Context: an optimization exercise on an open-source flow, tuned for small area and a short achievable clock period. The choices shown serve that exercise and are no tape-out recipe.
The RTL was checked by simulation tests, not by an equivalence proof against the original design.
No activity file was given, so power comes from the tool's default toggle rates.

**flow/flow/run.sh**
```bash
#!/bin/bash
# The standard layout (standard.sh, unchanged synthesis and steps), with
# the port buffers that buffer_ports inserts made of buf_2 cells instead of
# the delay buffers it picks by default. make's full output goes to
# flow_make.log here; ORFS keeps each step's log under orfs/logs/.
set -euo pipefail
export BUFFER_PORTS_ARGS="-buffer_cell sky130_fd_sc_hd__buf_2"
bash standard.sh finish > flow_make.log 2>&1
```
**flow/standard.sh**
```bash
#!/bin/bash
# synth_recipe.tcl (not shown) runs the flow's synth.tcl, then flattens the netlist and writes it again
# the make line also repeats each setting of config.mk as NAME=value (left out here)
make -C /OpenROAD-flow-scripts/flow DESIGN_CONFIG=/design/flow/config.mk WORK_HOME=/design/flow/orfs CLKGATE_MAP_FILE= SYNTH_SCRIPT=/design/flow/synth_recipe.tcl "${@:-finish}"
```
**flow/config.mk**
```make
export PLATFORM = sky130hd
export DESIGN_NAME = PIPELINE
export DESIGN_NICKNAME = PIPELINE
export VERILOG_FILES = /design/flow/design.v
export SDC_FILE = /design/flow/constraint.sdc
export NUM_CORES = 4
export LEC_CHECK = 0
export CAP_MARGIN = 20
export CELL_PAD_IN_SITES_DETAIL_PLACEMENT = 1
export CELL_PAD_IN_SITES_GLOBAL_PLACEMENT = 1
export CORE_MARGIN = 2
export CORE_UTILIZATION = 50
export CTS_BUF_LIST = sky130_fd_sc_hd__clkbuf_8
export CTS_CLUSTER_DIAMETER = 70
export CTS_CLUSTER_SIZE = 14
export PLACE_DENSITY = 0.55
export SETUP_SLACK_MARGIN = 3.2
export SLEW_MARGIN = 20
export SYNTH_HIERARCHICAL = 1
export TNS_END_PERCENT = 5
```
**flow/constraint.sdc**
```tcl
create_clock -name core_clock -period 6.5 [get_ports {clk}]
set_input_delay 1.3000 -clock core_clock [delete_from_list [all_inputs] [get_ports {clk}]]
set_output_delay 1.3000 -clock core_clock [all_outputs]
set_load 0.01 [all_outputs]
```
**flow/design.v**
```verilog
`timescale 1ns / 1ps
module AO222N(input a0, input s0, input a1, input s1, input a2, input s2, output y);
	assign y = ~((a0 & s0) | (a1 & s1) | (a2 & s2));
endmodule
module NAND11(input [10:0] t, output y);
	assign y = ~&t;
endmodule
`timescale 1ns / 1ps
module ADDER(input [31:0] a, input [31:0] b, input cin, output [32:0] s,
             output [31:0] and_ab, output [31:0] xor_ab);
	wire [32:0] g0 = {a & b, cin};
	wire [32:0] p0 = {a ^ b, 1'b0};
	wire [32:0] g1 = g0 | (p0 & {g0[31:0], 1'b0});
	wire [32:0] p1 = p0 & {p0[31:0], 1'b0};
	wire [32:0] g2 = g1 | (p1 & {g1[30:0], 2'b0});
	wire [32:0] p2 = p1 & {p1[30:0], 2'b0};
	wire [32:0] g3 = g2 | (p2 & {g2[28:0], 4'b0});
	wire [32:0] p3 = p2 & {p2[28:0], 4'b0};
	wire [32:0] g4 = g3 | (p3 & {g3[24:0], 8'b0});
	wire [32:0] p4 = p3 & {p3[24:0], 8'b0};
	wire [32:0] g5 = g4 | (p4 & {g4[16:0], 16'b0});
	wire [32:0] p5 = p4 & {p4[16:0], 16'b0};
	wire [32:0] g6 = g5 | (p5 & {g5[0:0], 32'b0});
	assign s = {g6[32], p0[32:1] ^ g6[31:0]};
	assign and_ab = g0[32:1];
	assign xor_ab = p0[32:1];
endmodule
`timescale 1ns / 1ps
module PIPELINE(input clk,
                input rst,
                input btn,
                input on,
                output [31:0] imem_addr,
                input  [31:0] imem_data,
                output [31:0] dmem_addr,
                output [31:0] dmem_wdata,
                output        dmem_we,
                output        dmem_re,
                input  [31:0] dmem_rdata,
                output        wb_we,
                output [4:0]  wb_reg,
                output [31:0] wb_data);
	wire enable = !rst && (!on || btn);
	reg [31:0] pc;
	reg        br_pend;
	reg [31:0] d_ir;
	reg [31:0] d_npc;
	reg        e_rw, e_ld, e_st, e_br;    
	reg        e_fa, e_fb;                
	reg [31:0] e_a, e_b;                  
	reg [31:0] e_x;                       
	reg [4:0]  e_rt;
	reg        e_bm, e_bmn, e_bb, e_bbn, e_bx;  
	reg        e_sub;                     
	reg        e_rsum, e_rand, e_ror, e_rslt;  
	reg        m_rw, m_ld, m_st, m_tk;
	reg [31:0] m_res;                     
	reg [31:0] m_wd;
	reg [4:0]  m_rd;
	reg        w_rw;
	reg [31:0] w_data;
	reg [4:0]  w_rd;
	reg [31:0] rf [1:31];
	wire [5:0] d_op = d_ir[31:26];
	wire [4:0] d_rs = d_ir[25:21];
	wire [4:0] d_rt = d_ir[20:16];
	wire d_isR  = (d_op == 6'b000000);
	wire d_isLW = (d_op == 6'b100011);
	wire d_isSW = (d_op == 6'b101011);
	wire d_isBR = (d_op == 6'b000100);
	wire stall = e_ld && ((e_rt == d_rs) || (e_rt == d_rt));
	wire [4:0] e_rd = e_ld ? e_rt : e_x[15:11];
	wire [31:0] m_val = m_ld ? dmem_rdata : m_res;
	wire mhit_a = m_rw && (m_rd != 5'd0) && (m_rd == d_rs);
	wire mhit_b = m_rw && (m_rd != 5'd0) && (m_rd == d_rt);
	wire wbyp_a = !mhit_a && w_rw && (w_rd == d_rs) && (d_rs != 5'd0);
	wire wbyp_b = !mhit_b && w_rw && (w_rd == d_rt) && (d_rt != 5'd0);
	wire rfsel_a = !mhit_a && !wbyp_a;
	wire rfsel_b = !mhit_b && !wbyp_b;
	wire [32:0] sel_a, sel_b;                  
	genvar gi, gb;
	generate
		for (gi = 0; gi < 31; gi = gi + 1) begin : g_sel
			assign sel_a[gi] = (d_rs == gi + 1);
			assign sel_b[gi] = (d_rt == gi + 1);
		end
	endgenerate
	assign sel_a[32:31] = 2'b00;
	assign sel_b[32:31] = 2'b00;
	wire [31:0] d_a, d_b;
	generate
		for (gb = 0; gb < 32; gb = gb + 1) begin : g_rd
			wire [32:0] in;
			wire [10:0] ta, tb;
			wire ra, rb;
			for (gi = 0; gi < 31; gi = gi + 1) begin : g_in
				assign in[gi] = rf[gi + 1][gb];
			end
			assign in[32:31] = 2'b00;
			for (gi = 0; gi < 10; gi = gi + 1) begin : g_grp
				AO222N ga(.a0(in[3*gi]), .s0(sel_a[3*gi]), .a1(in[3*gi+1]), .s1(sel_a[3*gi+1]),
				          .a2(in[3*gi+2]), .s2(sel_a[3*gi+2]), .y(ta[gi]));
				AO222N gb2(.a0(in[3*gi]), .s0(sel_b[3*gi]), .a1(in[3*gi+1]), .s1(sel_b[3*gi+1]),
				           .a2(in[3*gi+2]), .s2(sel_b[3*gi+2]), .y(tb[gi]));
			end
			assign ta[10] = ~(in[30] & sel_a[30]);
			assign tb[10] = ~(in[30] & sel_b[30]);
			NAND11 na(.t(ta), .y(ra));
			NAND11 nb(.t(tb), .y(rb));
			assign d_a[gb] = (mhit_a & m_val[gb]) | (wbyp_a & w_data[gb]) | (rfsel_a & ra);
			assign d_b[gb] = (mhit_b & m_val[gb]) | (wbyp_b & w_data[gb]) | (rfsel_b & rb);
		end
	endgenerate
	wire ehit_a = e_rw && (e_rd != 5'd0) && (e_rd == d_rs);
	wire ehit_b = e_rw && (e_rd != 5'd0) && (e_rd == d_rt);
	wire [5:0] d_fn  = d_ir[5:0];
	wire d_mem  = d_isLW || d_isSW;
	wire d_add  = d_isR && (d_fn[5:1] == 5'b10000);
	wire d_sub  = d_isR && (d_fn[5:1] == 5'b10001);
	wire d_and  = d_isR && (d_fn == 6'b100100);
	wire d_or   = d_isR && (d_fn == 6'b100101);
	wire d_slt  = d_isR && (d_fn == 6'b101010);
	wire [31:0] d_sext = {{16{d_ir[15]}}, d_ir[15:0]};
	wire [31:0] d_tgt  = d_npc + d_sext;
	wire [31:0] x_a  = e_fa ? m_res : e_a;
	wire [31:0] x_bf = e_fb ? m_res : e_b;
	wire [31:0] x_b    = ({32{e_bm}} & m_res) | ({32{e_bmn}} & ~m_res) | ({32{e_bb}} & e_b) | ({32{e_bbn}} & ~e_b)
	                   | ({32{e_bx}} & e_x);
	wire [32:0] sum;
	wire [31:0] x_and, x_xor;
	ADDER alu_add(.a(x_a), .b(x_b), .cin(e_sub), .s(sum), .and_ab(x_and), .xor_ab(x_xor));
	wire        ltu    = !sum[32];
	wire [31:0] x_res  = ({32{e_rsum}} & sum[31:0])
	                   | ({32{e_rand}} & x_and)
	                   | ({32{e_ror}}  & (x_and | x_xor))
	                   | {31'd0, e_rslt & ltu}
	                   | ({32{e_br}}   & e_x);
	wire        x_eq   = ~|x_xor;
	wire PCSrc = m_tk;
	assign dmem_addr  = m_res;
	assign dmem_wdata = m_wd;
	assign dmem_we    = m_st & enable;
	assign dmem_re    = m_ld & enable;
	assign wb_we   = w_rw & enable;
	assign wb_reg  = w_rd;
	assign wb_data = w_data;
	wire halt = (imem_data[31:26] == 6'b111111);
	wire [31:0] pc_inc = pc + 32'd1;
	assign imem_addr = pc;
	always @(posedge clk)
		if (rst) begin
			pc      <= 32'd0;
			br_pend <= 1'b0;
		end else if (enable) begin
			if (stall)
				br_pend <= PCSrc;
			else begin
				br_pend <= 1'b0;
				if (PCSrc)
					pc <= m_res;
				else if (br_pend)
					pc <= e_x;
				else if (!halt)
					pc <= pc_inc;
			end
		end
	always @(posedge clk)
		if (rst) begin
			d_ir[31:26] <= 6'd0;
			d_ir[15:11] <= 5'd0;
			d_ir[5:0]   <= 6'd0;
		end else if (enable && !stall) begin
			d_ir[31:26] <= imem_data[31:26];
			d_ir[15:11] <= imem_data[15:11];
			d_ir[5:0]   <= imem_data[5:0];
		end
	always @(posedge clk)
		if (enable && !stall) begin
			d_ir[25:16] <= imem_data[25:16];
			d_ir[10:6]  <= imem_data[10:6];
			d_npc       <= pc_inc;
		end
	always @(posedge clk)
		if (rst) begin
			e_rw <= 1'b0;
			e_ld <= 1'b0;
			e_st <= 1'b0;
			e_br <= 1'b0;
		end else if (enable) begin
			e_rw <= !stall && (d_isR || d_isLW);
			e_ld <= !stall && d_isLW;
			e_st <= !stall && d_isSW;
			e_br <= !stall && d_isBR;
		end
	always @(posedge clk)
		if (enable) begin
			e_fa <= ehit_a;
			e_fb <= ehit_b;
			e_a  <= d_a;
			e_b  <= d_b;
			e_x  <= stall ? m_res : (d_isBR ? d_tgt : d_sext);
			e_rt <= d_rt;
			e_bx   <= d_mem;
			e_bm   <= !d_mem && ehit_b && !(d_sub || d_slt);
			e_bmn  <= !d_mem && ehit_b && (d_sub || d_slt);
			e_bb   <= !d_mem && !ehit_b && !(d_sub || d_slt);
			e_bbn  <= !d_mem && !ehit_b && (d_sub || d_slt);
			e_sub  <= d_sub || d_slt;
			e_rsum <= d_add || d_sub || d_mem;
			e_rand <= d_and;
			e_ror  <= d_or;
			e_rslt <= d_slt;
		end
	always @(posedge clk)
		if (rst) begin
			m_rw <= 1'b0;
			m_ld <= 1'b0;
			m_st <= 1'b0;
			m_tk <= 1'b0;
		end else if (enable) begin
			m_rw <= e_rw;
			m_ld <= e_ld;
			m_st <= e_st;
			m_tk <= e_br && x_eq;
		end
	always @(posedge clk)
		if (enable) begin
			m_res <= x_res;
			m_wd  <= x_bf;
			m_rd  <= e_rd;
		end
	always @(posedge clk)
		if (rst)
			w_rw <= 1'b0;
		else if (enable)
			w_rw <= m_rw;
	always @(posedge clk)
		if (enable) begin
			w_data <= m_val;
			w_rd   <= m_rd;
		end
	always @(posedge clk)
		if (enable && w_rw && (w_rd != 5'd0))
			rf[w_rd] <= w_data;
endmodule
```
==> out/results.env, run 1 <==
TOTAL_AREA_OF_MULTI_INPUT_COMBINATIONAL_CELLS_MM2=0.0208
CRIT_PATH_END_KIND='register'
CRIT_REQUIRED_PS=7060
GR-USAGE-ALL-LAYERS_PCT=36.6
DESIGN.DIE.AREA_MM2=0.121
FIRST_GLOBAL_VIAS=44506
YOSYSSEQAREASHARE_PCT=66.1
FINAL.FILL_COUNT=11111
CLOCK_TREE.BUFFER_DEPTH=3
LEAKAGE_uW=0.0224
MAX_CLOCK_FREQ_MHz=282
SETUP_SKEW_AFTER_LAYOUT_PS=75.8
NET_COUNT_AFTER_SYNTHESIS=4265
SYNTHESIS.AREA_MM2=0.0589
DRT_ITER0_MARKERS=9094
FRACTION_OF_FINAL_LAYOUT_CELLS_SIZED_BEYOND_DRIVE_STRENGTH_1_PCT=21.0
GRT_SETUP_UNREPAIRED='true'
WL_PER_CELL_UM=37.5
SYNTHDISTINCTLIBCELLS=84
SUM_OF_BUFFERS_AND_INVERTERS_ON_THE_CRITICAL_PATH=2
HOLDPATHSTAGES=2
FINALWORSTPATHREQUIREDPERIOD_PS=3550
NUMPORTBUFFERS=203
SYNTHTOPCELLSBYAREA='edfxtp_1 64%, a222oi_1 11%, mux2i_1 2.0%'
SYNTHTOLAYOUTAREAGROWTH_PCT=15.1
CRIT_SLOWEST_CELL='a222oi_1'
STARTING_DENSITY_OF_THE_CORE_PCT=50.6
DRT.ANTENNA.VIOLATING_NETS=0
TOTAL_CTS_BUFFERS=110
CP_SLOWEST_STAGE_DELAY_PS=700
SYNTH.MOST_COMMON_CELL='edfxtp_1'
SYNTH.FF_LATCH_COUNT=1317
AVGVIACOUNTPERCELL=7.39
DRT_PRE_ANTENNA_ITERS=14
HOLD_VIOLATIONS=0
SYNTH_COMMONEST_CELLS='1258 x edfxtp_1, 672 x a222oi_1, 258 x nand2_1, 204 x nor2_1, 176 x a21oi_1'
TIMING.CRITICAL_PATH.ARRIVAL_PS=4110
YS.FLOP_TYPE='edfxtp_1'
INSTANCES_NO_FILL=6150
GRT_FIRST_PASS_WIRELENGTH_MM=322
TIGHTESTPINTRANSITION_PS=1160
CRITPATHMAXFANOUT=16
GP_CONGESTION=0.901
WORSTHOLDPATHTYPE='register to register'
GRT_USE_MET2_PCT=60.1
HOLD_END='d_ir[26]'
DR_VIAS=45436
SETUP_TOTAL_NEGATIVE_SLACK_PS=0
START_KIND='register'
WORSTSETUPPATHTYPE='register to register'
GRT_UTIL_MET3_PCT=7.41
SLEW_VIOLATIONS=0
ANTENNA_FOUND_INITIAL=18
CAP_VIOL_MAX_COUNT=0
FLOORPLAN.DIE.WIDTH_UM=347
GLOBALROUTEOVERFLOWTOTAL=0
SETUP.REG_TO_REG.WORST_SLACK_PS=2950
PLACED_CELLS=5833
MAX_SLEW_MARGIN_PCT=21.6
CRIT_FAMILY='simple AND/OR/NAND/NOR gates'
SYNTH_LARGEST_TYPE_AREA_FRACTION_PCT=64.1
FRACTION_OF_REGISTERS_WITH_ASYNC_SET_RESET_PCT=0
REMAINING_DRC_ERRORS=0
DESIGN.PORTCOUNT=204
SYNTH.LARGEST_AREA_CELL='edfxtp_1'
GRT_UTIL_MET1_PCT=48.9
DESIGN.FINAL.NETS=4723
NUMCLOCKSINKS=1317
SYNTH_ENABLE_FLOP_CELLS=1258
OUTCOME='no timing/DRC/antenna violations'
SETUP_VIOL_COUNT_FINAL=0
LARGEST_NET_DEGREE_AT_THE_START_OF_GLOBAL_ROUTING=68
CORE_MM2=0.117
GR-MAX-USAGE-LAYER='met2'
POWER.DENSITY_mW_PER_MM2=262
DIE_H_UM=347
RR_WORST_DEPTH=10
CLK_PIN_SLEW_PS=100
FINAL_MIN_PERIOD_OVER_CLOCK_PERIOD_PCT=54.6
SYN-MEAN-INSTANCE-AREA_UM2=14.3
ROUTED_WIRELENGTH_MM=230
YS.WARNINGS.COUNT=7
H-TREE-DEPTH=3
TRITONCTS_CLOCK_TREE='done'
LAYOUT.AREA.SEQ_MM2=0.0390
NETLIST_INSTANCES=4131
CLK_LATENCY_PS=870
VDD_IR_DROP_MAX_mV=0.199
CP_CELL_SEQUENCE='nand2_2, buf_12, buf_4, nor2_4, a222oi_1, nand4_1, or3_4, nor2b_1, a211oi_1, a21oi_1'
WORSTHOLDSTART='d_ir[26]'
REGTOREGSTARTPOINT='d_ir[17]'
WORSTREG2REGEND='e_b[1]'
CLK_ROOT_BUFFER_CELL='clkbuf_8'
CORE.ROWCOUNT=125
HPWLAFTERDP_MM=146
[Yosys stat by module (local to each module, per instance)]
module	times used	area (um^2)	cells	flops+latches
NAND11	64	23.8	4	0
PIPELINE	1	49200	2994	1317
AO222N	640	10.0	1	0
ADDER	1	1780	241	0
[area by class of cell]
type | instances | share of cell area [%]
sequential | 1317 | 57.5
multi-input combinational | 2610 | 30.7
timing repair buffer | 491 | 5.96
tap | 1524 | 2.81
clock buffer | 113 | 2.29
clock inverter | 33 | 0.434
inverter | 59 | 0.327
antenna | 3 | 0.0111
[what timing repair did]
action                                  in CTS  in global routing
cloned                                      10                  8
endpoints found under the hold margin        0                  0
gates resized for setup                    207                109
hold buffers                                 0                  0
endpoints found under the setup margin     491                309
pin swaps                                  130                 83
buffers inserted                           100                 48
[kinds of logic (layout without fill, tap and decap cells)]
kind of cell               count (synthesis)  in the layout  synth area share, %
DFF                                     1317           1317                 66.1
other                                      0              3                    0
muxes                                    185            185                 3.28
buffers and inverters                    215            696                 1.54
AOI/OAI and AO/OA                       1202           1202                 17.1
xor gates and xnor gates                 125            125                 1.88
adders and majority gates                 66             66                 1.43
and+or+nand+nor                         1021           1032                 8.64
[metal layers]
layer	wire, um	vias up
li1	-	18800
met1	85500	23265
met2	110000	2889
met3	24800	476
met4	9900	6
met5	39	-
[sequential cells by signal, indices dropped and copies added, names as in the netlist, 5 cells and up]
signal,flops
w_data,32
d_ir,32
e_a,32
e_rt,5
d_npc,32
m_res,32
m_wd,32
e_b,32
w_rd,5
rf,992
m_rd,5
e_x,32
pc,32
[worst register-to-register path, delay by kind of cell, from the launching register on]
family          cells  cell delay [ps]
simple gates        5             1270
flops               1              550
compound gates      3             1160
buf+inv             2              330
[worst max-delay path by stage]
stage | startpoint | to | slack [ps] | cells after the start
after floorplan | rst | m_tk | 1340 | 4
after global placement | btn | rf[19][3] | 2070 | 7
after detailed placement | btn | rf[19][3] | 1980 | 7
after CTS | e_fa | m_res[31] | 3120 | 14
after global routing | d_ir[21] | e_a[3] | 2950 | 11
final | d_ir[17] | e_b[1] | 2950 | 10
[placed cells by master (no fill, tap or decap), types with 49 or more instances in the layout]
master    netlist  routed
edfxtp_1     1258    1258
a222oi_1      672     672
nand2_1       258     251
buf_2          25     203
buf_4           7     196
a21oi_1       176     160
nand4_1       152     152
nand3_1       140     134
mux2i_1       120     117
clkbuf_8        0     113
o21ai_0       112     109
nor2_1        204     108
nor2_4          2      90
xnor2_1        68      68
inv_1          59      67
nor2b_1        71      67
a211oi_1       85      65
mux2_2         65      61
xor2_1         55      55
dfxtp_1        59      54
or3_1          69      49
[report_power, final]
group,total (uW),switching [uW],internal (uW)
Clock,4570,2850,1720
Sequential,9880,256,9620
Combinational,3320,2060,1260
Total,17800,5170,12600
[stage by stage]
stage	power (uW)	setup slack (ps)	hold slack, ps	instance area (um^2)	util (%)
CTS	17500	3120	485	66800	57.3
global placement	12700	2070	450	62800	53.9
finish	17800	2950	481	67800	58.2
global route	18300	2950	509	67800	58.2
detailed placement	12800	1980	464	63000	54.0
floorplan	11600	1340	428	59000	-
==> inputs of run 2 (changes only) <==
--- a/flow/config.mk
+++ b/flow/config.mk
@@ -9,12 +9,12 @@
 export CELL_PAD_IN_SITES_DETAIL_PLACEMENT = 1
 export CELL_PAD_IN_SITES_GLOBAL_PLACEMENT = 1
 export CORE_MARGIN = 2
-export CORE_UTILIZATION = 50
+export CORE_UTILIZATION = 40
 export CTS_BUF_LIST = sky130_fd_sc_hd__clkbuf_8
-export CTS_CLUSTER_DIAMETER = 70
-export CTS_CLUSTER_SIZE = 14
+export CTS_CLUSTER_DIAMETER = 80
+export CTS_CLUSTER_SIZE = 16
 export PLACE_DENSITY = 0.55
-export SETUP_SLACK_MARGIN = 3.2
+export SETUP_SLACK_MARGIN = 3.0
 export SLEW_MARGIN = 20
 export SYNTH_HIERARCHICAL = 1
 export TNS_END_PERCENT = 5
==> run 2 against run 1 <==
Against the previous run:
- still clean on timing, DRC and antenna
- hold slack gained 12 ps
- routed wire length grew 3.6%
- clock skew shrank 21 ps
- sequential power is essentially flat
- non-clock buffer count shrank 56
- synthesized area is the same
- die area grew 25%
- critical path type unchanged
==> out/results.env, run 2 <==
CRITPATHMAXFANOUT=32
NETSWITCHINGPOWER_uW=5240
ROUTED_WIRELENGTH_MM=239
SLEW_VIOLATIONS=0
GRT_FIRST_PASS_WIRELENGTH_MM=332
OUTCOME='no timing/DRC/antenna violations'
VDD_IR_DROP_MAX_mV=0.158
LARGEST_REG_FLOPS=992
FINAL_MIN_PERIOD_OVER_CLOCK_PERIOD_PCT=55.7
STARTING_DENSITY_OF_THE_CORE_PCT=40.4
DRT_ITER0_MARKERS=7432
CLOCK_TREE.BUFFER_DEPTH=3
AVGVIACOUNTPERCELL=6.83
SYNTH.MOST_COMMON_CELL='edfxtp_1'
WORSTSETUPPATHTYPE='register to register'
POWER.CLOCK.FRACTION_PCT=25.9
DR_VIAS=44410
TIMING.CRITICAL_PATH.ARRIVAL_PS=4210
WORSTHOLDPATHTYPE='register to register'
H-TREE-DEPTH=3
GRT_UTIL_MET3_PCT=5.31
SETUP_TOTAL_NEGATIVE_SLACK_PS=0
INTERNAL_POWER_uW=12400
DESIGN.FINAL.NETS=4657
CLK_ROOT_BUFFER_CELL='clkbuf_8'
FINAL.FILL_COUNT=14606
NET_COUNT_AFTER_SYNTHESIS=4265
TIGHTESTPINTRANSITION_PS=1220
NUMCLOCKSINKS=1317
NETLIST_INSTANCES=4131
POWER.SHARE.COMBINATIONAL_PCT=18.0
CRIT_REQUIRED_PS=7090
SYN-MEAN-INSTANCE-AREA_UM2=14.3
FRACTION_OF_REGISTERS_WITH_ASYNC_SET_RESET_PCT=0
HOLD_VIOLATIONS=0
LAYOUT.CELLS.MOST_COMMON_LIST='1258 x edfxtp_1, 672 x a222oi_1, 253 x nand2_1'
SYNTH_COMMONEST_CELLS='1258 x edfxtp_1, 672 x a222oi_1, 258 x nand2_1, 204 x nor2_1, 176 x a21oi_1'
CLK_LATENCY_PS=880
DRT.ANTENNA.VIOLATING_NETS=0
LARGEST-REGISTER='rf'
PART_OF_THE_TOTAL_POWER_DISSIPATED_IN_SEQUENTIAL_ELEMENTS_PCT=56.1
DIE_H_UM=388
GR-MAX-USAGE-LAYER='met2'
WL_PER_CELL_UM=36.7
POWER.DENSITY_mW_PER_MM2=262
YOSYSSEQAREASHARE_PCT=66.1
GP_CONGESTION=0.884
GLOBALROUTEOVERFLOWTOTAL=0
YS.FLOP_TYPE='edfxtp_1'
START_KIND='register'
TRITONCTS_CLOCK_TREE='done'
FIRST_GLOBAL_VIAS=43924
SYNTH_LARGEST_TYPE_AREA_FRACTION_PCT=64.1
CAP_VIOL_MAX_COUNT=0
GR-USAGE-ALL-LAYERS_PCT=30.4
FLOORPLAN.DIE.WIDTH_UM=388
DESIGN.DIE.AREA_MM2=0.150
SETUP_SKEW_AFTER_LAYOUT_PS=55.1
HPWLAFTERDP_MM=154
DRT_PRE_ANTENNA_ITERS=13
CLK_PIN_SLEW_PS=120
MAX_CLOCK_FREQ_MHz=276
MAX_SLEW_MARGIN_PCT=18.4
GRT_USE_MET2_PCT=49.2
DESIGN.PORTCOUNT=204
SYNTHDISTINCTLIBCELLS=84
SYNTH.FF_LATCH_COUNT=1317
FRACTION_OF_FINAL_LAYOUT_CELLS_SIZED_BEYOND_DRIVE_STRENGTH_1_PCT=18.9
SYNTHTOPCELLSBYAREA='edfxtp_1 64%, a222oi_1 11%, mux2i_1 2.0%'
LEAKAGE_uW=0.0220
MOSTFREQUENTLAYOUTCELL='edfxtp_1'
FINALWORSTPATHREQUIREDPERIOD_PS=3620
LARGEST_NET_DEGREE_AT_THE_START_OF_GLOBAL_ROUTING=106
CORE.ROWCOUNT=140
PLACED_CELLS=6233
SYNTHESIS.AREA_MM2=0.0589
CRIT_PATH_END_KIND='register'
GRT_SETUP_UNREPAIRED='true'
SYNTHTOLAYOUTAREAGROWTH_PCT=14.1
INSTANCES_NO_FILL=6498
CORE_MM2=0.146
POWER.SHARE.SWITCHING_PCT=29.8
NUMPORTBUFFERS=203
YS.WARNINGS.COUNT=7
REMAINING_DRC_ERRORS=0
SETUP_VIOL_COUNT_FINAL=0
SYNTH_ENABLE_FLOP_CELLS=1258
GRT_UTIL_MET1_PCT=41.5
SYNTH.LARGEST_AREA_CELL='edfxtp_1'
TOTAL_CTS_BUFFERS=99
ANTENNA_FOUND_INITIAL=26
-- run 2: cell families after synthesis --
family	after synthesis	synth area share, %
multiplexers	185	3.28
flip-flops	1317	66.1
AO/OA/AOI/OAI	1202	17.1
buffers and inverters	215	1.54
XOR/XNOR	125	1.88
adder cells (fa/ha/maj)	66	1.43
AND/OR/NAND/NOR	1021	8.64
-- run 2: per-stage QoR --
| step | hold WS, ps | setup WS [ps] | total power [uW] | instance area (um^2) | util (%) |
|---|---|---|---|---|---|
| 3_3_place_gp | 449 | 1950 | 12800 | 63300 | 43.4 |
| 6_report | 493 | 2880 | 17600 | 67200 | 46.1 |
| 4_1_cts | 489 | 2880 | 17500 | 66300 | 45.4 |
| 2_1_floorplan | 428 | 1340 | 11600 | 59000 | - |
| 3_5_place_dp | 459 | 1930 | 12900 | 63500 | 43.6 |
| 5_1_grt | 522 | 2870 | 18200 | 67200 | 46.1 |
-- run 2: routing by layer --
| layer | share of wire, % | vias to the layer above |
|---|---|---|
| met4 | 3.1 | 6 |
| met3 | 9.0 | 341 |
| met2 | 47 | 2288 |
| met1 | 41 | 23082 |
| met5 | 0.017 | - |
| li1 | - | 18693 |
-- run 2: layout make-up --
| cell class | count | area, um^2 | share of cell area (%) |
|---|---|---|---|
| flip-flops and latches | 1317 | 39000 | 58.0 |
| diodes | 5 | 12.5 | 0.0186 |
| clock buffers | 99 | 1360 | 2.03 |
| multi-input cells | 2611 | 20600 | 30.6 |
| inverters | 59 | 221 | 0.329 |
| well taps | 1917 | 2400 | 3.57 |
| repair buffers | 435 | 3280 | 4.88 |
| clock inverters | 55 | 415 | 0.618 |
-- run 2: worst paths after layout --
path,start,to,slack (ps),cells after the start
setup / recovery,d_ir[17],e_b[10],2880,11
hold / removal,e_st,e_st,490,1
setup reg to reg,d_ir[17],e_b[10],2880,11
hold reg to reg,e_st,e_st,490,1
-- run 2: what timing repair did --
item | CTS | global route
setup buffers | 42 | 46
resized for setup | 100 | 72
hold buffers | 0 | 0
setup endpoints to repair | 167 | 140
pin swaps | 30 | 41
gates cloned | 7 | 7
-- run 2: per-module statistics from Yosys, one instance, submodules excluded --
module | cells inside | cell area (um^2) | flops+latches | copies in the design
ADDER | 241 | 1780 | 0 | 1
NAND11 | 4 | 23.8 | 0 | 64
PIPELINE | 2994 | 49200 | 1317 | 1
AO222N | 1 | 10.0 | 0 | 640
-- run 2: power by group through the flow --
stage | combinational (uW) | sequential (uW) | clock, uW
floorplan | 1520 | 10100 | 0
global placement | 2730 | 10100 | 0
detailed placement | 2760 | 10100 | 0
CTS | 2970 | 9880 | 4660
global route | 3350 | 9900 | 4910
finish | 3160 | 9880 | 4570
-- run 2: critical path: stages (launching register included) --
cell and delay, ps:
edfxtp_1 530, buf_4 200, nand2b_4 200, buf_4 170
nor2_4 30, buf_4 290, a222oi_1 480, nand4_1 390
or3_4 550, nor2b_1 150, a211oi_1 230, a21oi_1 70
==> inputs of run 3 (changes only) <==
--- a/flow/design.v
+++ b/flow/design.v
@@ -4,6 +4,12 @@
 endmodule
 module NAND11(input [10:0] t, output y);
 	assign y = ~&t;
+endmodule
+module RDTAIL(input [10:0] t, input rfsel, input m, input mh, input w, input wb, output y);
+	assign y = (mh & m) | (wb & w) | (rfsel & ~&t);
+endmodule
+module AO21(input a, input b, input c, output y);
+	assign y = (a & b) | c;
 endmodule
 `timescale 1ns / 1ps
 module ADDER(input [31:0] a, input [31:0] b, input cin, output [32:0] s,
@@ -92,7 +98,6 @@
 		for (gb = 0; gb < 32; gb = gb + 1) begin : g_rd
 			wire [32:0] in;
 			wire [10:0] ta, tb;
-			wire ra, rb;
 			for (gi = 0; gi < 31; gi = gi + 1) begin : g_in
 				assign in[gi] = rf[gi + 1][gb];
 			end
@@ -105,10 +110,8 @@
 			end
 			assign ta[10] = ~(in[30] & sel_a[30]);
 			assign tb[10] = ~(in[30] & sel_b[30]);
-			NAND11 na(.t(ta), .y(ra));
-			NAND11 nb(.t(tb), .y(rb));
-			assign d_a[gb] = (mhit_a & m_val[gb]) | (wbyp_a & w_data[gb]) | (rfsel_a & ra);
-			assign d_b[gb] = (mhit_b & m_val[gb]) | (wbyp_b & w_data[gb]) | (rfsel_b & rb);
+			RDTAIL na(.t(ta), .rfsel(rfsel_a), .m(m_val[gb]), .mh(mhit_a), .w(w_data[gb]), .wb(wbyp_a), .y(d_a[gb]));
+			RDTAIL nb(.t(tb), .rfsel(rfsel_b), .m(m_val[gb]), .mh(mhit_b), .w(w_data[gb]), .wb(wbyp_b), .y(d_b[gb]));
 		end
 	endgenerate
 	wire ehit_a = e_rw && (e_rd != 5'd0) && (e_rd == d_rs);
@@ -130,11 +133,17 @@
 	wire [31:0] x_and, x_xor;
 	ADDER alu_add(.a(x_a), .b(x_b), .cin(e_sub), .s(sum), .and_ab(x_and), .xor_ab(x_xor));
 	wire        ltu    = !sum[32];
-	wire [31:0] x_res  = ({32{e_rsum}} & sum[31:0])
-	                   | ({32{e_rand}} & x_and)
+	wire [31:0] x_oth  = ({32{e_rand}} & x_and)
 	                   | ({32{e_ror}}  & (x_and | x_xor))
 	                   | {31'd0, e_rslt & ltu}
 	                   | ({32{e_br}}   & e_x);
+	wire [31:0] x_res;
+	genvar gr;
+	generate
+		for (gr = 0; gr < 32; gr = gr + 1) begin : g_res
+			AO21 ro(.a(e_rsum), .b(sum[gr]), .c(x_oth[gr]), .y(x_res[gr]));
+		end
+	endgenerate
 	wire        x_eq   = ~|x_xor;
 	wire PCSrc = m_tk;
 	assign dmem_addr  = m_res;
--- a/flow/config.mk
+++ b/flow/config.mk
@@ -9,12 +9,12 @@
 export CELL_PAD_IN_SITES_DETAIL_PLACEMENT = 1
 export CELL_PAD_IN_SITES_GLOBAL_PLACEMENT = 1
 export CORE_MARGIN = 2
-export CORE_UTILIZATION = 40
+export CORE_UTILIZATION = 50
 export CTS_BUF_LIST = sky130_fd_sc_hd__clkbuf_8
-export CTS_CLUSTER_DIAMETER = 80
-export CTS_CLUSTER_SIZE = 16
+export CTS_CLUSTER_DIAMETER = 70
+export CTS_CLUSTER_SIZE = 14
 export PLACE_DENSITY = 0.55
-export SETUP_SLACK_MARGIN = 3.0
+export SETUP_SLACK_MARGIN = 3.2
 export SLEW_MARGIN = 20
 export SYNTH_HIERARCHICAL = 1
 export TNS_END_PERCENT = 5
==> run 3 against run 2 <==
Against the previous run:
- synthesized area shrank 0.71%
- power shrank 3.7%
- sequential power shrank 0.4%
- synthesized cell count shrank 1.7%
- combinational power shrank 19%
- worst setup slack gained 23 ps
- largest cell class unchanged
- register-to-register slack gained 20 ps
- global-route usage grew 8.2 points
- die area shrank 20%
- still clean on timing, DRC and antenna
- critical endpoint is now e_a[25]
==> out/results.env, run 3 <==
POWER.SHARE.COMBINATIONAL_PCT=15.1
CLOCK_TREE.BUFFER_DEPTH=3
GLOBALROUTEOVERFLOWTOTAL=0
CP_CELL_SEQUENCE='or2_4, nor2_2, buf_4, a222oi_1, nand4_1, o31ai_1, nand2_1'
WORSTSETUPPATHTYPE='register to register'
MAX_SLEW_MARGIN_PCT=29.7
GR-USAGE-ALL-LAYERS_PCT=38.6
GP_CONGESTION=0.923
SETUP_VIOL_COUNT_FINAL=0
PART_OF_THE_TOTAL_POWER_DISSIPATED_IN_SEQUENTIAL_ELEMENTS_PCT=58.0
CLK_PIN_SLEW_PS=90
FLOORPLAN.DIE.WIDTH_UM=346
FIRST_GLOBAL_VIAS=44214
FINALWORSTPATHREQUIREDPERIOD_PS=3600
START_KIND='register'
ROUTED_WIRELENGTH_MM=237
LARGEST_REG_FLOPS=992
DESIGN.DIE.AREA_MM2=0.120
RR_WORST_DEPTH=7
TOTAL_CTS_BUFFERS=109
DIE_H_UM=346
FINAL_MIN_PERIOD_OVER_CLOCK_PERIOD_PCT=55.3
LAYOUT.CELLS.MOST_COMMON_LIST='1258 x edfxtp_1, 640 x a222oi_1, 348 x nand2_1'
TRITONCTS_CLOCK_TREE='done'
GRT_FIRST_PASS_WIRELENGTH_MM=332
SYNTHESIS.AREA_MM2=0.0585
SYNTH_COMMONEST_CELLS='1258 x edfxtp_1, 640 x a222oi_1, 350 x nand2_1, 180 x nor2_1, 158 x nand4_1'
LARGEST-REGISTER='rf'
TIMING.CRITICAL_PATH.ARRIVAL_PS=4170
NETLIST_INSTANCES=4060
MAX_CLOCK_FREQ_MHz=278
GRT_SETUP_UNREPAIRED='true'
LARGEST_NET_DEGREE_AT_THE_START_OF_GLOBAL_ROUTING=169
HOLDPATHSTAGES=2
SYNTH.FF_LATCH_COUNT=1317
POWER.DENSITY_mW_PER_MM2=258
DRT.ANTENNA.VIOLATING_NETS=0
OUTCOME='no timing/DRC/antenna violations'
CRIT_REQUIRED_PS=7070
SYNTHTOLAYOUTAREAGROWTH_PCT=12.6
WL_PER_CELL_UM=39.1
STARTING_DENSITY_OF_THE_CORE_PCT=50.4
NET_COUNT_AFTER_SYNTHESIS=4194
DRT_PRE_ANTENNA_ITERS=15
POWER.SHARE.SWITCHING_PCT=28.5
CORE.ROWCOUNT=125
NUMPORTBUFFERS=203
SYNTH_ENABLE_FLOP_CELLS=1258
CP_SLOWEST_STAGE_DELAY_PS=700
FRACTION_OF_REGISTERS_WITH_ASYNC_SET_RESET_PCT=0
CLK_ROOT_BUFFER_CELL='clkbuf_8'
DESIGN.FINAL.NETS=4634
STARTPOINT='d_ir[21]'
HOLD_END='m_st'
H-TREE-DEPTH=3
SYNTH.MOST_COMMON_CELL='edfxtp_1'
HPWLAFTERDP_MM=157
TIGHTESTPINTRANSITION_PS=1050
HOLD_VIOLATIONS=0
YS.WARNINGS.COUNT=7
POWER.CLOCK.FRACTION_PCT=27.0
NUMCLOCKSINKS=1317
SYNTHDISTINCTLIBCELLS=80
WORSTREG2REGEND='e_a[25]'
SLEW_VIOLATIONS=0
DESIGN.PORTCOUNT=204
FRACTION_OF_FINAL_LAYOUT_CELLS_SIZED_BEYOND_DRIVE_STRENGTH_1_PCT=19.4
MOSTFREQUENTLAYOUTCELL='edfxtp_1'
SETUP.REG_TO_REG.WORST_SLACK_PS=2900
CLK_LATENCY_PS=910
LEAKAGE_uW=0.0218
WORSTHOLDSTART='m_st'
SYNTH_LARGEST_TYPE_AREA_FRACTION_PCT=64.6
CRIT_SLOWEST_CELL='edfxtp_1'
WORSTHOLDPATHTYPE='register to register'
SYNTHTOPCELLSBYAREA='edfxtp_1 65%, a222oi_1 11%, nand2_1 2.2%'
TOTALPOWERFINAL_uW=17000
CRIT_PATH_END_KIND='register'
LAYOUT.AREA.SEQ_MM2=0.0390
VDD_IR_DROP_MAX_mV=0.218
FINAL.FILL_COUNT=11209
AVGVIACOUNTPERCELL=7.40
CORE_MM2=0.116
YS.FLOP_TYPE='edfxtp_1'
SETUP_TOTAL_NEGATIVE_SLACK_PS=0
DR_VIAS=44889
SYN-MEAN-INSTANCE-AREA_UM2=14.4
CAP_VIOL_MAX_COUNT=0
YOSYSSEQAREASHARE_PCT=66.6
REGTOREGSTARTPOINT='d_ir[21]'
SYNTH.LARGEST_AREA_CELL='edfxtp_1'
CRITPATHMAXFANOUT=32
INTERNAL_POWER_uW=12100
DRT_ITER0_MARKERS=8262
NETSWITCHINGPOWER_uW=4830
TOTAL_AREA_OF_MULTI_INPUT_COMBINATIONAL_CELLS_MM2=0.0199
REMAINING_DRC_ERRORS=0
SETUP_SKEW_AFTER_LAYOUT_PS=69.9
ANTENNA_FOUND_INITIAL=14
[run 3: metal layers]
| layer | share of wire [%] | track usage [%] | vias to the layer above |
|---|---|---|---|
| li1 | - | - | 18543 |
| met1 | 36 | 49.4 | 23012 |
| met2 | 48 | 64.2 | 2819 |
| met3 | 10 | 7.80 | 501 |
| met4 | 5.3 | 16.1 | 14 |
| met5 | 0.038 | 0 | - |
[run 3: final cells by class]
cell class,instances,area share (%)
Sequential cell,1317,59.1
Clock inverter,38,0.486
Timing Repair Buffer,455,4.81
Antenna cell,6,0.0228
Clock buffer,112,2.34
Tap cell,1524,2.89
Multi-Input combinational cell,2592,30.1
Inverter,25,0.148
[run 3: modules after synthesis (local to each module, per instance)]
module    area (um^2)  copies in the design  cells inside
AO21             7.51                    32             1
RDTAIL           36.3                    64             6
PIPELINE        47700                     1          2762
ADDER            1810                     1           242
AO222N           10.0                   640             1
[run 3: worst max path at each step]
stage | endpoint | slack [ps] | depth (start not counted)
5_1_grt | e_a[19] | 2940 | 7
4_1_cts | e_x[24] | 2930 | 10
3_5_place_dp | rf[11][20] | 1980 | 8
3_3_place_gp | rf[11][20] | 2040 | 8
6_report | e_a[25] | 2900 | 7
2_1_floorplan | pc[24] | 520 | 8
[run 3: repair_timing]
action,in CTS,in global routing
cloned,1,2
hold buffers,0,0
buffers inserted,37,46
endpoints found under the hold margin,0,0
pin swaps,7,21
endpoints found under the setup margin,157,133
resized for setup,34,65
[run 3: critical path, delay by kind of cell, from the launching register on]
family	cells	cell delay, ps
AOI/OAI and AO/OA	2	1270
buffers and inverters	1	280
DFF	1	700
and+or+nand+nor	4	1020
[run 3: power groups by stage]
stage | combinational, uW | clock (uW) | sequential (uW)
floorplan | 1190 | 0 | 10000
global placement | 2210 | 0 | 10100
detailed placement | 2230 | 0 | 10100
CTS | 2310 | 4600 | 9880
global route | 2680 | 4860 | 9840
finish | 2560 | 4570 | 9840
[run 3: logic make-up (layout without fill, tap and decap cells)]
logic type / after synthesis / after routing / synth area share [%]
flops: 1317 / 1317 / 66.6
fa+ha+maj: 66 / 66 / 1.44
simple gates: 985 / 987 / 8.10
buf+inv: 153 / 630 / 1.02
compound gates: 1222 / 1222 / 17.5
xor+xnor: 124 / 124 / 1.86
other cells: 0 / 6 / 0
mux: 193 / 193 / 3.51
[run 3: per-stage QoR]
step	worst slack (ps)	area, um^2	hold slack [ps]	cells	utilization, %
after floorplan	522	58600	421	4060	-
after global routing	2940	65900	497	6065	56.7
after CTS	2930	65100	457	6013	56.0
after detailed placement	1980	62800	444	5825	54.0
final	2900	65900	457	6069	56.7
after global placement	2040	62600	439	5816	53.9
==> inputs of run 4 (changes only) <==
--- a/flow/design.v
+++ b/flow/design.v
@@ -10,6 +10,9 @@
 endmodule
 module AO21(input a, input b, input c, output y);
 	assign y = (a & b) | c;
+endmodule
+module AND2(input a, input b, output y);
+	assign y = a & b;
 endmodule
 `timescale 1ns / 1ps
 module ADDER(input [31:0] a, input [31:0] b, input cin, output [32:0] s,
@@ -66,7 +69,7 @@
 	reg        w_rw;
 	reg [31:0] w_data;
 	reg [4:0]  w_rd;
-	reg [31:0] rf [1:31];
+	reg [32*31-1:0] rf;                    
 	wire [5:0] d_op = d_ir[31:26];
 	wire [4:0] d_rs = d_ir[25:21];
 	wire [4:0] d_rt = d_ir[20:16];
@@ -99,7 +102,7 @@
 			wire [32:0] in;
 			wire [10:0] ta, tb;
 			for (gi = 0; gi < 31; gi = gi + 1) begin : g_in
-				assign in[gi] = rf[gi + 1][gb];
+				assign in[gi] = rf[32*gi + gb];
 			end
 			assign in[32:31] = 2'b00;
 			for (gi = 0; gi < 10; gi = gi + 1) begin : g_grp
@@ -248,7 +251,16 @@
 			w_data <= m_val;
 			w_rd   <= m_rd;
 		end
-	always @(posedge clk)
-		if (enable && w_rw && (w_rd != 5'd0))
-			rf[w_rd] <= w_data;
-endmodule
+	wire [31:1] rf_we;
+	genvar gw;
+	generate
+		for (gw = 1; gw < 32; gw = gw + 1) begin : g_we
+			AND2 wa(.a(w_rw && (w_rd == gw)), .b(enable), .y(rf_we[gw]));
+		end
+	endgenerate
+	integer j;
+	always @(posedge clk)
+		for (j = 1; j < 32; j = j + 1)
+			if (rf_we[j])
+				rf[32*j-1 -: 32] <= w_data;
+endmodule
==> run 4 against run 3 <==
Against the previous run:
- maximum frequency rose by 1.0%
- clock power rose by 1%
- non-clock buffer count fell by 68
- hold slack improved by 30 ps
- power fell by 1.5%
- critical path type unchanged
- highest routed layer unchanged
==> out/results.env, run 4 <==
CRIT_PATH_END_KIND='register'
DESIGN_AREA_MM2=0.0651
LARGEST-REGISTER='rf'
NET_COUNT_AFTER_SYNTHESIS=4229
DRT_PRE_ANTENNA_ITERS=12
SLEW_VIOLATIONS=0
CRIT_REQUIRED_PS=7020
TRITONCTS_CLOCK_TREE='done'
NETLIST_INSTANCES=4095
TOTAL_CTS_BUFFERS=108
CP_CELL_SEQUENCE='or2_2, nor2_2, buf_4, a222oi_1, nand4_1, o31ai_1, nand2_1'
CRIT_FAMILY='compound AO/OA/AOI/OAI gates'
START_KIND='register'
SYNTHTOLAYOUTAREAGROWTH_PCT=10.8
DESIGN.PORTCOUNT=204
H-TREE-DEPTH=3
INSTANCES_NO_FILL=6041
GRT_FIRST_PASS_WIRELENGTH_MM=321
NUMPORTBUFFERS=203
WORSTREG2REGEND='e_a[18]'
POWER.DENSITY_mW_PER_MM2=257
FINAL_MIN_PERIOD_OVER_CLOCK_PERIOD_PCT=54.8
CRIT_SLOWEST_CELL='edfxtp_1'
SETUP.REG_TO_REG.WORST_SLACK_PS=2940
NETSWITCHINGPOWER_uW=4560
WL_PER_CELL_UM=37.2
STARTPOINT='d_ir[22]'
CRITPATHMAXFANOUT=32
MAX_CLOCK_FREQ_MHz=281
HOLD_END='m_st'
WORSTHOLDPATHTYPE='register to register'
POWER.CLOCK.FRACTION_PCT=27.7
YS.FLOP_TYPE='edfxtp_1'
NUMCLOCKSINKS=1317
PART_OF_THE_TOTAL_POWER_DISSIPATED_IN_SEQUENTIAL_ELEMENTS_PCT=58.7
LARGEST_NET_DEGREE_AT_THE_START_OF_GLOBAL_ROUTING=160
FRACTION_OF_FINAL_LAYOUT_CELLS_SIZED_BEYOND_DRIVE_STRENGTH_1_PCT=18.3
YOSYSSEQAREASHARE_PCT=66.4
HPWLAFTERDP_MM=147
SYNTHDISTINCTLIBCELLS=83
VDD_IR_DROP_MAX_mV=0.214
SETUP_VIOL_COUNT_FINAL=0
CAP_VIOL_MAX_COUNT=0
GP_CONGESTION=0.942
SETUP_SKEW_AFTER_LAYOUT_PS=32.1
MAX_SLEW_MARGIN_PCT=22.9
RR_WORST_DEPTH=7
YS.WARNINGS.COUNT=7
INTERNAL_POWER_uW=12100
SUM_OF_BUFFERS_AND_INVERTERS_ON_THE_CRITICAL_PATH=1
PLACED_CELLS=5823
GR-USAGE-ALL-LAYERS_PCT=36.6
GRT_SETUP_UNREPAIRED='true'
TIMING.CRITICAL_PATH.ARRIVAL_PS=4080
HOLD_VIOLATIONS=0
CORE.ROWCOUNT=125
DRT_ITER0_MARKERS=8159
DRT.ANTENNA.VIOLATING_NETS=0
OUTCOME='no timing/DRC/antenna violations'
SYNTHESIS.AREA_MM2=0.0587
WORSTHOLDSTART='m_st'
MOSTFREQUENTLAYOUTCELL='edfxtp_1'
WORSTSETUPPATHTYPE='register to register'
LEAKAGE_uW=0.0218
FRACTION_OF_REGISTERS_WITH_ASYNC_SET_RESET_PCT=0
HOLDPATHSTAGES=1
SYNTHTOPCELLSBYAREA='edfxtp_1 64%, a222oi_1 11%, nand2_1 2.0%'
TIGHTESTPINTRANSITION_PS=1160
DIE_H_UM=347
ANTENNA_FOUND_INITIAL=5
REMAINING_DRC_ERRORS=0
SYNTH_ENABLE_FLOP_CELLS=1258
SYN-MEAN-INSTANCE-AREA_UM2=14.3
CRITICAL_PATH_CELL_COUNT=7
POWER.SHARE.SWITCHING_PCT=27.3
TOTALPOWERFINAL_uW=16700
DPL_CELL_AREA_MM2=0.0624
POWER.SHARE.COMBINATIONAL_PCT=13.6
FIRST_GLOBAL_VIAS=44541
CLK_PIN_SLEW_PS=100
DESIGN.FINAL.NETS=4593
AVGVIACOUNTPERCELL=7.30
FINALWORSTPATHREQUIREDPERIOD_PS=3560
CLK_ROOT_BUFFER_CELL='clkbuf_8'
ROUTED_WIRELENGTH_MM=225
CLOCK_TREE.BUFFER_DEPTH=3
SYNTH.FF_LATCH_COUNT=1317
LARGEST_REG_FLOPS=992
SYNTH_LARGEST_TYPE_AREA_FRACTION_PCT=64.3
STARTING_DENSITY_OF_THE_CORE_PCT=50.5
SYNTH.MOST_COMMON_CELL='edfxtp_1'
DR_VIAS=44086
FLOORPLAN.DIE.WIDTH_UM=347
SYNTH.LARGEST_AREA_CELL='edfxtp_1'
REGTOREGSTARTPOINT='d_ir[22]'
CORE_MM2=0.116
CP_SLOWEST_STAGE_DELAY_PS=640
LAYOUT.CELLS.MOST_COMMON_LIST='1258 x edfxtp_1, 640 x a222oi_1, 308 x nand2_1'
CLK_LATENCY_PS=820
SYNTH_COMMONEST_CELLS='1258 x edfxtp_1, 640 x a222oi_1, 320 x nand2_1, 218 x nor2_1, 163 x a21oi_1'
SETUP_TOTAL_NEGATIVE_SLACK_PS=0
DESIGN.DIE.AREA_MM2=0.120
GLOBALROUTEOVERFLOWTOTAL=0
run 4: cell count changes after synthesis, sizes merged, moves of 7 or more:
cell / change
nor2: +38
nand2: -31
and2: +27
a21oi: +26
o21ai: -21
nand3b: -11
nor3: +9
clkbuf: +8
nand3: +8
o211ai: -8
a21o: +7
xor2: +7
run 4: power by group through the flow:
stage	combinational (uW)	clock [uW]	sequential, uW
finish	2270	4630	9810
global placement	2090	0	10000
CTS	2160	4690	9820
floorplan	1180	0	10000
detailed placement	2120	0	10000
global route	2400	4960	9820
run 4: timing repair:
action	CTS	global route
buffers inserted	13	33
pin swaps	5	5
hold buffers	0	0
cloned	2	0
endpoints found under the setup margin	167	113
gates resized for setup	35	37
run 4: worst max path at each step:
stage / to / slack [ps]
4_1_cts: e_a[18] / 3010
2_1_floorplan: rf[0] / 340
3_3_place_gp: dmem_we / 2190
6_report: e_a[18] / 2940
3_5_place_dp: dmem_we / 2140
5_1_grt: m_res[0] / 3010
run 4: cell type report:
cell class / count / area (um^2)
clock buffer: 114 / 1570
inverter: 24 / 105
timing repair buffer: 387 / 2550
multi-input combinational: 2621 / 19600
tap: 1524 / 1910
sequential: 1317 / 39000
fill: 11195 / 51300
clock inverter: 52 / 370
antenna: 2 / 5.00
run 4: logic make-up after synthesis:
logic type | synth area share (%)
buf+inv | 1.06
flops | 66.4
compound gates | 17.5
mux | 3.54
simple gates | 8.26
xor+xnor | 1.89
fa+ha+maj | 1.43
run 4: layer usage:
| layer | vias to the layer above | track usage [%] | share of wire (%) |
|---|---|---|---|
| met5 | - | 0 | 0.0058 |
| met4 | 2 | 14.9 | 4.3 |
| met3 | 408 | 6.04 | 9.8 |
| met2 | 2604 | 61.4 | 49 |
| met1 | 22591 | 47.5 | 37 |
| li1 | 18481 | - | - |
run 4: metrics by stage:
step / hold slack, ps / utilization [%] / setup WS, ps
finish: 486 / 55.9 / 2940
floorplan: 421 / - / 342
global route: 516 / 55.9 / 3010
detailed placement: 463 / 53.6 / 2140
global placement: 455 / 53.6 / 2190
CTS: 493 / 55.5 / 3010
run 4: per-module statistics from Yosys (local to each module, per instance):
module / area (um^2) / flops+latches
ADDER: 1810 / 0
AND2: 6.26 / 0
AO21: 7.51 / 0
AO222N: 10.0 / 0
PIPELINE: 47700 / 1317
RDTAIL: 36.3 / 0
==> inputs of run 5 (changes only) <==
--- a/flow/config.mk
+++ b/flow/config.mk
@@ -17,4 +17,4 @@
 export SETUP_SLACK_MARGIN = 3.2
 export SLEW_MARGIN = 20
 export SYNTH_HIERARCHICAL = 1
-export TNS_END_PERCENT = 5
+export TNS_END_PERCENT = 25
==> run 5 against run 4 <==
Against the previous run:
- cell count is essentially flat
- clock skew increased by 2.7 ps
- synthesized cell count did not move
- maximum frequency is 4.6% higher
- worst setup slack better by 160 ps
- register-to-register slack improved by 160 ps
- global-route usage increased by 0.062 points
- critical path type unchanged
- highest routed layer unchanged
==> out/results.env, run 5 <==
CAP_VIOL_MAX_COUNT=0
FINAL.FILL_COUNT=11183
CLOCK_TREE.BUFFER_DEPTH=3
FINAL_MIN_PERIOD_OVER_CLOCK_PERIOD_PCT=52.4
LARGEST_REG_FLOPS=992
WL_PER_CELL_UM=37.3
POWER.DENSITY_mW_PER_MM2=257
TIMING.CRITICAL_PATH.ARRIVAL_PS=3940
TOTAL_CTS_BUFFERS=108
TIGHTESTPINTRANSITION_PS=1150
CRIT_REQUIRED_PS=7030
LARGEST_NET_DEGREE_AT_THE_START_OF_GLOBAL_ROUTING=160
LEAKAGE_uW=0.0218
WORSTSETUPPATHTYPE='register to register'
SYNTH_ENABLE_FLOP_CELLS=1258
CLK_LATENCY_PS=830
DRT_ITER0_MARKERS=8285
GR-USAGE-ALL-LAYERS_PCT=36.6
FIRST_GLOBAL_VIAS=44610
DRT.ANTENNA.VIOLATING_NETS=0
CORE.ROWCOUNT=125
CLK_PIN_SLEW_PS=100
LARGEST-REGISTER='rf'
ANTENNA_FOUND_INITIAL=7
YS.WARNINGS.COUNT=7
LAYOUT.AREA.SEQ_MM2=0.0390
DESIGN.FINAL.NETS=4599
DR_VIAS=44183
SYNTHTOLAYOUTAREAGROWTH_PCT=11.3
SETUP_VIOL_COUNT_FINAL=0
TOTAL_AREA_OF_MULTI_INPUT_COMBINATIONAL_CELLS_MM2=0.0199
AVGVIACOUNTPERCELL=7.31
REMAINING_DRC_ERRORS=0
HPWLAFTERDP_MM=147
DIE_H_UM=347
SYNTH.LARGEST_AREA_CELL='edfxtp_1'
YS.FLOP_TYPE='edfxtp_1'
FRACTION_OF_FINAL_LAYOUT_CELLS_SIZED_BEYOND_DRIVE_STRENGTH_1_PCT=19.0
MAX_SLEW_MARGIN_PCT=23.1
INSTANCES_NO_FILL=6047
DESIGN.DIE.AREA_MM2=0.120
WORSTHOLDPATHTYPE='register to register'
ROUTED_WIRELENGTH_MM=225
LAYOUT.CELLS.MOST_COMMON_LIST='1258 x edfxtp_1, 640 x a222oi_1, 307 x nand2_1'
SYNTH.MOST_COMMON_CELL='edfxtp_1'
HOLD_VIOLATIONS=0
SLEW_VIOLATIONS=0
GLOBALROUTEOVERFLOWTOTAL=0
YOSYSSEQAREASHARE_PCT=66.4
SYNTH_LARGEST_TYPE_AREA_FRACTION_PCT=64.3
SYNTHTOPCELLSBYAREA='edfxtp_1 64%, a222oi_1 11%, nand2_1 2.0%'
CLK_ROOT_BUFFER_CELL='clkbuf_8'
SETUP_SKEW_AFTER_LAYOUT_PS=34.9
FLOORPLAN.DIE.WIDTH_UM=347
STARTING_DENSITY_OF_THE_CORE_PCT=50.5
NUMPORTBUFFERS=203
CRIT_PATH_END_KIND='register'
TRITONCTS_CLOCK_TREE='done'
NETLIST_INSTANCES=4095
NUMCLOCKSINKS=1317
CORE_MM2=0.116
CRITPATHMAXFANOUT=32
START_KIND='register'
DESIGN.PORTCOUNT=204
SYNTHESIS.AREA_MM2=0.0587
SYN-MEAN-INSTANCE-AREA_UM2=14.3
SYNTHDISTINCTLIBCELLS=83
VDD_IR_DROP_MAX_mV=0.214
FINALWORSTPATHREQUIREDPERIOD_PS=3400
H-TREE-DEPTH=3
OUTCOME='no timing/DRC/antenna violations'
GRT_SETUP_UNREPAIRED='true'
GRT_FIRST_PASS_WIRELENGTH_MM=322
MOSTFREQUENTLAYOUTCELL='edfxtp_1'
FRACTION_OF_REGISTERS_WITH_ASYNC_SET_RESET_PCT=0
MAX_CLOCK_FREQ_MHz=294
CTS_HOLD_FIX_BUFS=0
SYNTH_COMMONEST_CELLS='1258 x edfxtp_1, 640 x a222oi_1, 320 x nand2_1, 218 x nor2_1, 163 x a21oi_1'
SYNTH.FF_LATCH_COUNT=1317
DRT_PRE_ANTENNA_ITERS=14
SETUP_TOTAL_NEGATIVE_SLACK_PS=0
PLACED_CELLS=5823
NET_COUNT_AFTER_SYNTHESIS=4229
LAYOUT.CORE_UTILIZATION_PCT=56.2
GP_CONGESTION=0.942
run 5: cell counts after synthesis:
No cell type changed its count.
run 5: cell type report:
class	instances	area share, %
antenna	2	0.00766
clock buffer	114	2.40
clock inverter	52	0.567
inverter	24	0.161
multi-input combinational	2621	30.4
sequential	1317	59.6
tap	1524	2.92
timing repair buffer	393	3.94
run 5: Yosys stat by module, one instance, submodules excluded:
| module | flip-flops and latches | times used |
|---|---|---|
| PIPELINE | 1317 | 1 |
| ADDER | 0 | 1 |
| RDTAIL | 0 | 64 |
| AO222N | 0 | 640 |
| AO21 | 0 | 32 |
| AND2 | 0 | 31 |
run 5: critical path: stages, from the launching register on:
cell and delay [ps]:
edfxtp_1 600, nor2_1 70, nand2_1 350, nor2_2 50, buf_4 320, a222oi_1 520, nand4_1 330, o31ai_1 640
nand2_1 190
run 5: cells by family (layout without fill, tap and decap cells):
group,count (synthesis),in the layout,share of synthesized area (%)
buffers and inverters,158,583,1.06
AO/OA/AOI/OAI,1222,1222,17.5
other,0,2,0
XOR/XNOR,127,127,1.89
flip-flops,1317,1317,66.4
AND/OR/NAND/NOR,1010,1011,8.26
multiplexers,195,195,3.54
adder cells (fa/ha/maj),66,66,1.43
run 5: worst paths after layout:
kind	to	slack [ps]	cells past startpoint	startpoint
hold / removal	m_st	480	1	m_st
setup reg to reg	e_a[23]	3100	8	d_ir[24]
hold reg to reg	m_st	480	1	m_st
setup / recovery	e_a[23]	3100	8	d_ir[24]
run 5: stage by stage:
step	total power, uW	worst slack (ps)	area, um^2	hold slack (ps)
after floorplan	11200	342	58800	421
after global placement	12100	2190	62400	455
after detailed placement	12100	2140	62400	463
after CTS	16700	3010	64800	493
after global routing	17300	3050	65400	516
final	16800	3100	65400	483
run 5: per-layer routing:
layer  track usage [%]  wire (um)  up-vias
met1              47.4      83000    22554
met5                 0         29        -
li1                  -          -    18482
met4              14.7      10100        6
met3              6.20      22600      440
met2              61.6     110000     2701
run 5: power breakdown:
group	internal [uW]	switching (uW)	total [uW]
combinational	814	1530	2340
sequential	9570	231	9800
clock	1810	2830	4640
total	12200	4590	16800
run 5: what timing repair did:
item | in CTS | in global routing
buffers inserted | 29 | 25
cloned | 2 | 0
gates resized for setup | 56 | 65
endpoints found under the setup margin | 167 | 105
pin swaps | 10 | 12
==> inputs of run 6 (changes only) <==
--- a/flow/config.mk
+++ b/flow/config.mk
@@ -17,4 +17,4 @@
 export SETUP_SLACK_MARGIN = 3.2
 export SLEW_MARGIN = 20
 export SYNTH_HIERARCHICAL = 1
-export TNS_END_PERCENT = 25
+export TNS_END_PERCENT = 50
==> run 6 against run 5 <==
Against the previous run:
- critical endpoint is now e_a[2]
- clock power about the same
- non-clock buffer count up 3
- largest power group unchanged
- hold slack better by 0.93 ps
- cell count about the same
- worst setup slack better by 29 ps
- cell area up 0.34%
- combinational power up 2%
==> out/results.env, run 6 <==
CLK_PIN_SLEW_PS=100
LEAKAGE_uW=0.0219
CLK_LATENCY_PS=820
YS.WARNINGS.COUNT=7
TOP_SIGNAL_LAYER_USED='met5'
VDD_IR_DROP_MAX_mV=0.214
WL_MET2_MM=110
SYNTHTOLAYOUTAREAGROWTH_PCT=11.7
LARGEST_REG_FLOPS=992
NET_COUNT_AFTER_SYNTHESIS=4229
GRT_FIRST_PASS_WIRELENGTH_MM=322
FINAL_MIN_PERIOD_OVER_CLOCK_PERIOD_PCT=51.9
SYNTH_COMMONEST_CELLS='1258 x edfxtp_1, 640 x a222oi_1, 320 x nand2_1, 218 x nor2_1, 163 x a21oi_1'
AVGVIACOUNTPERCELL=7.34
HOLD_VIOLATIONS=0
SYNTH_LARGEST_TYPE_AREA_FRACTION_PCT=64.3
DRT.ANTENNA.VIOLATING_NETS=0
TOTAL_AREA_OF_MULTI_INPUT_COMBINATIONAL_CELLS_MM2=0.0200
FIRST_GLOBAL_VIAS=44767
WL_MET3_MM=22.2
DESIGN.FINAL.NETS=4602
HPWLAFTERDP_MM=147
NETLIST_INSTANCES=4095
CRIT_REQUIRED_PS=7050
DIE_H_UM=347
START_KIND='register'
ROUTE.LAYER.MET1.WL_MM=83.9
CLOCK_TREE.BUFFER_DEPTH=3
POWER.DENSITY_mW_PER_MM2=256
H-TREE-DEPTH=3
GP_CONGESTION=0.942
PRECTSSETUPSLACK_PS=2140
NUMCLOCKSINKS=1317
LARGEST_NET_DEGREE_AT_THE_START_OF_GLOBAL_ROUTING=160
FLOORPLAN.DIE.WIDTH_UM=347
YOSYSSEQAREASHARE_PCT=66.4
GR-USAGE-ALL-LAYERS_PCT=36.7
LAYOUT.CELLS.MOST_COMMON_LIST='1258 x edfxtp_1, 640 x a222oi_1, 307 x nand2_1'
TRITONCTS_CLOCK_TREE='done'
CRIT_PATH_END_KIND='register'
TIMING.CRITICAL_PATH.ARRIVAL_PS=3930
SYNTH.FF_LATCH_COUNT=1317
FRACTION_OF_FINAL_LAYOUT_CELLS_SIZED_BEYOND_DRIVE_STRENGTH_1_PCT=19.5
YS.FLOP_TYPE='edfxtp_1'
SLEW_VIOLATIONS=0
FINALWORSTPATHREQUIREDPERIOD_PS=3380
CORE_MM2=0.116
WORSTSETUPPATHTYPE='register to register'
LAYOUT.CORE_UTILIZATION_PCT=56.4
HOLD_END='m_st'
REMAINING_DRC_ERRORS=0
OUTCOME='no timing/DRC/antenna violations'
DRT_PRE_ANTENNA_ITERS=14
ROUTED_WIRELENGTH_MM=226
STARTING_DENSITY_OF_THE_CORE_PCT=50.5
CORE.ROWCOUNT=125
LARGEST-REGISTER='rf'
SETUP.REG_TO_REG.WORST_SLACK_PS=3120
MAX_SLEW_MARGIN_PCT=23.6
TOTAL_CTS_BUFFERS=108
GLOBALROUTEOVERFLOWTOTAL=0
SYNTHESIS.AREA_MM2=0.0587
DESIGN.DIE.AREA_MM2=0.120
SYNTHDISTINCTLIBCELLS=83
DESIGN.PORTCOUNT=204
LAYOUT.AREA.SEQ_MM2=0.0390
SYNTHTOPCELLSBYAREA='edfxtp_1 64%, a222oi_1 11%, nand2_1 2.0%'
ANTENNA_FOUND_INITIAL=5
WORSTHOLDPATHTYPE='register to register'
CLK_ROOT_BUFFER_CELL='clkbuf_8'
SYNTH.MOST_COMMON_CELL='edfxtp_1'
DR_VIAS=44379
RR_WORST_DEPTH=8
SYNTH_ENABLE_FLOP_CELLS=1258
WL_PER_CELL_UM=37.3
CRITPATHMAXFANOUT=32
DRT_ITER0_MARKERS=7978
CAP_VIOL_MAX_COUNT=0
WORSTHOLDSTART='m_st'
FINAL_CRITICAL_PATH_SETUP_SLACK_PS=3120
SETUP_VIOL_COUNT_FINAL=0
CTS_HOLD_FIX_BUFS=0
HOLDPATHSTAGES=1
WORSTREG2REGEND='e_a[2]'
SETUP_SKEW_AFTER_LAYOUT_PS=34.6
GRT_SETUP_UNREPAIRED='true'
SYNTH.LARGEST_AREA_CELL='edfxtp_1'
SETUP_TOTAL_NEGATIVE_SLACK_PS=0
FINAL.FILL_COUNT=11156
SYN-MEAN-INSTANCE-AREA_UM2=14.3
FRACTION_OF_REGISTERS_WITH_ASYNC_SET_RESET_PCT=0
WORST_HOLD_SLACK_PS=484
NUMPORTBUFFERS=203
REGTOREGSTARTPOINT='d_ir[23]'
MAX_CLOCK_FREQ_MHz=296
TIGHTESTPINTRANSITION_PS=1150
MOSTFREQUENTLAYOUTCELL='edfxtp_1'
## run 6: cell type report
type                            count  share of cell area [%]
Antenna cell                        1                 0.00382
Clock buffer                      114                    2.39
Clock inverter                     52                   0.565
Inverter                           24                   0.160
Multi-Input combinational cell   2621                    30.5
Sequential cell                  1317                    59.4
Tap cell                         1524                    2.91
Timing Repair Buffer              396                    4.03
## run 6: per-module statistics from Yosys (local to each module, per instance)
module	flops+latches	area (um^2)
AO21	0	7.51
AO222N	0	10.0
ADDER	0	1810
RDTAIL	0	36.3
PIPELINE	1317	47700
AND2	0	6.26
## run 6: layer usage
| metal | vias up | track usage (%) |
|---|---|---|
| met4 | 2 | 14.8 |
| li1 | 18503 | - |
| met3 | 429 | 6.31 |
| met1 | 22709 | 47.4 |
| met2 | 2736 | 61.6 |
| met5 | - | 0 |
## run 6: timing repair
action                     CTS  global route
pin swaps                   10            26
hold endpoints to repair     0             0
resized for setup           68            91
buffers inserted            34            22
setup endpoints to repair  167           101
gates cloned                 2             0
## run 6: worst max path at each step
stage	start	slack, ps	end
2_1_floorplan	on	340	rf[0]
3_3_place_gp	rst	2190	dmem_we
3_5_place_dp	rst	2140	dmem_we
4_1_cts	d_npc[0]	3140	e_x[28]
5_1_grt	d_npc[0]	3140	e_x[30]
6_report	d_ir[23]	3120	e_a[2]
## run 6: report_power, final
part | internal, uW | switching, uW | total (uW)
Sequential | 9570 | 232 | 9800
Combinational | 837 | 1550 | 2380
Clock | 1810 | 2820 | 4630
Total | 12200 | 4600 | 16800
## run 6: per-stage QoR
stage	area [um^2]	total power [uW]	std cells
final	65600	16800	6049
after global routing	65600	17300	6049
after CTS	64900	16700	6025
after detailed placement	62400	12100	5823
after global placement	62400	12100	5823
after floorplan	58800	11200	4095
## run 6: worst max-delay path: stages, from the launching register on
cell	delay, ps
edfxtp_1	450
buf_12	180
or3b_2	370
nor2_2	50
buf_4	270
a222oi_1	510
nand4_1	390
o31ai_1	710
nand2_1	150
## run 6: logic make-up (layout without fill, tap and decap cells)
kind of cell / count (synthesis) / in the layout / synth area share, %
AOI/OAI and AO/OA: 1222 / 1222 / 17.5
DFF: 1317 / 1317 / 66.4
xor gates and xnor gates: 127 / 127 / 1.89
adders and majority gates: 66 / 66 / 1.43
muxes: 195 / 195 / 3.54
other: 0 / 1 / 0
and+or+nand+nor: 1010 / 1011 / 8.26
buffers and inverters: 158 / 586 / 1.06

## re-timing with driven ports
The results above use ideal ports. As a check the final layouts listed here were re-extracted and re-timed, cells and wires unchanged.
Step 1 assumes that a clkbuf_16 drives the clock port and a buf_2 every other input.
Step 2 also shifts input and output timing later by t, the mid clock arrival at the registers, as if the neighbouring blocks saw the same clock.
a / b / c = no drivers / after step 1 / after step 2; a / b = the first two.
run | t (ns) | setup slack, ns | worst setup path at the end
run 1 | 0.907 | 2.949 / 2.949 / 2.292 | input to register
run 2 | 0.929 | 2.880 / 2.880 / 2.093 | input to register
run 3 | 0.935 | 2.903 / 2.903 / 2.023 | input to register
run 4 | 0.879 | 2.940 / 2.940 / 2.395 | input to register
run 5 | 0.885 | 3.095 / 3.085 / 2.407 | input to register
run 6 | 0.880 | 3.124 / 3.083 / 2.420 | input to register
After both steps setup and hold are still met in every run listed. For run 3, which loses most, drivers alone change the setup slack by 0.000 ns; drivers and shift together by -0.880 ns.
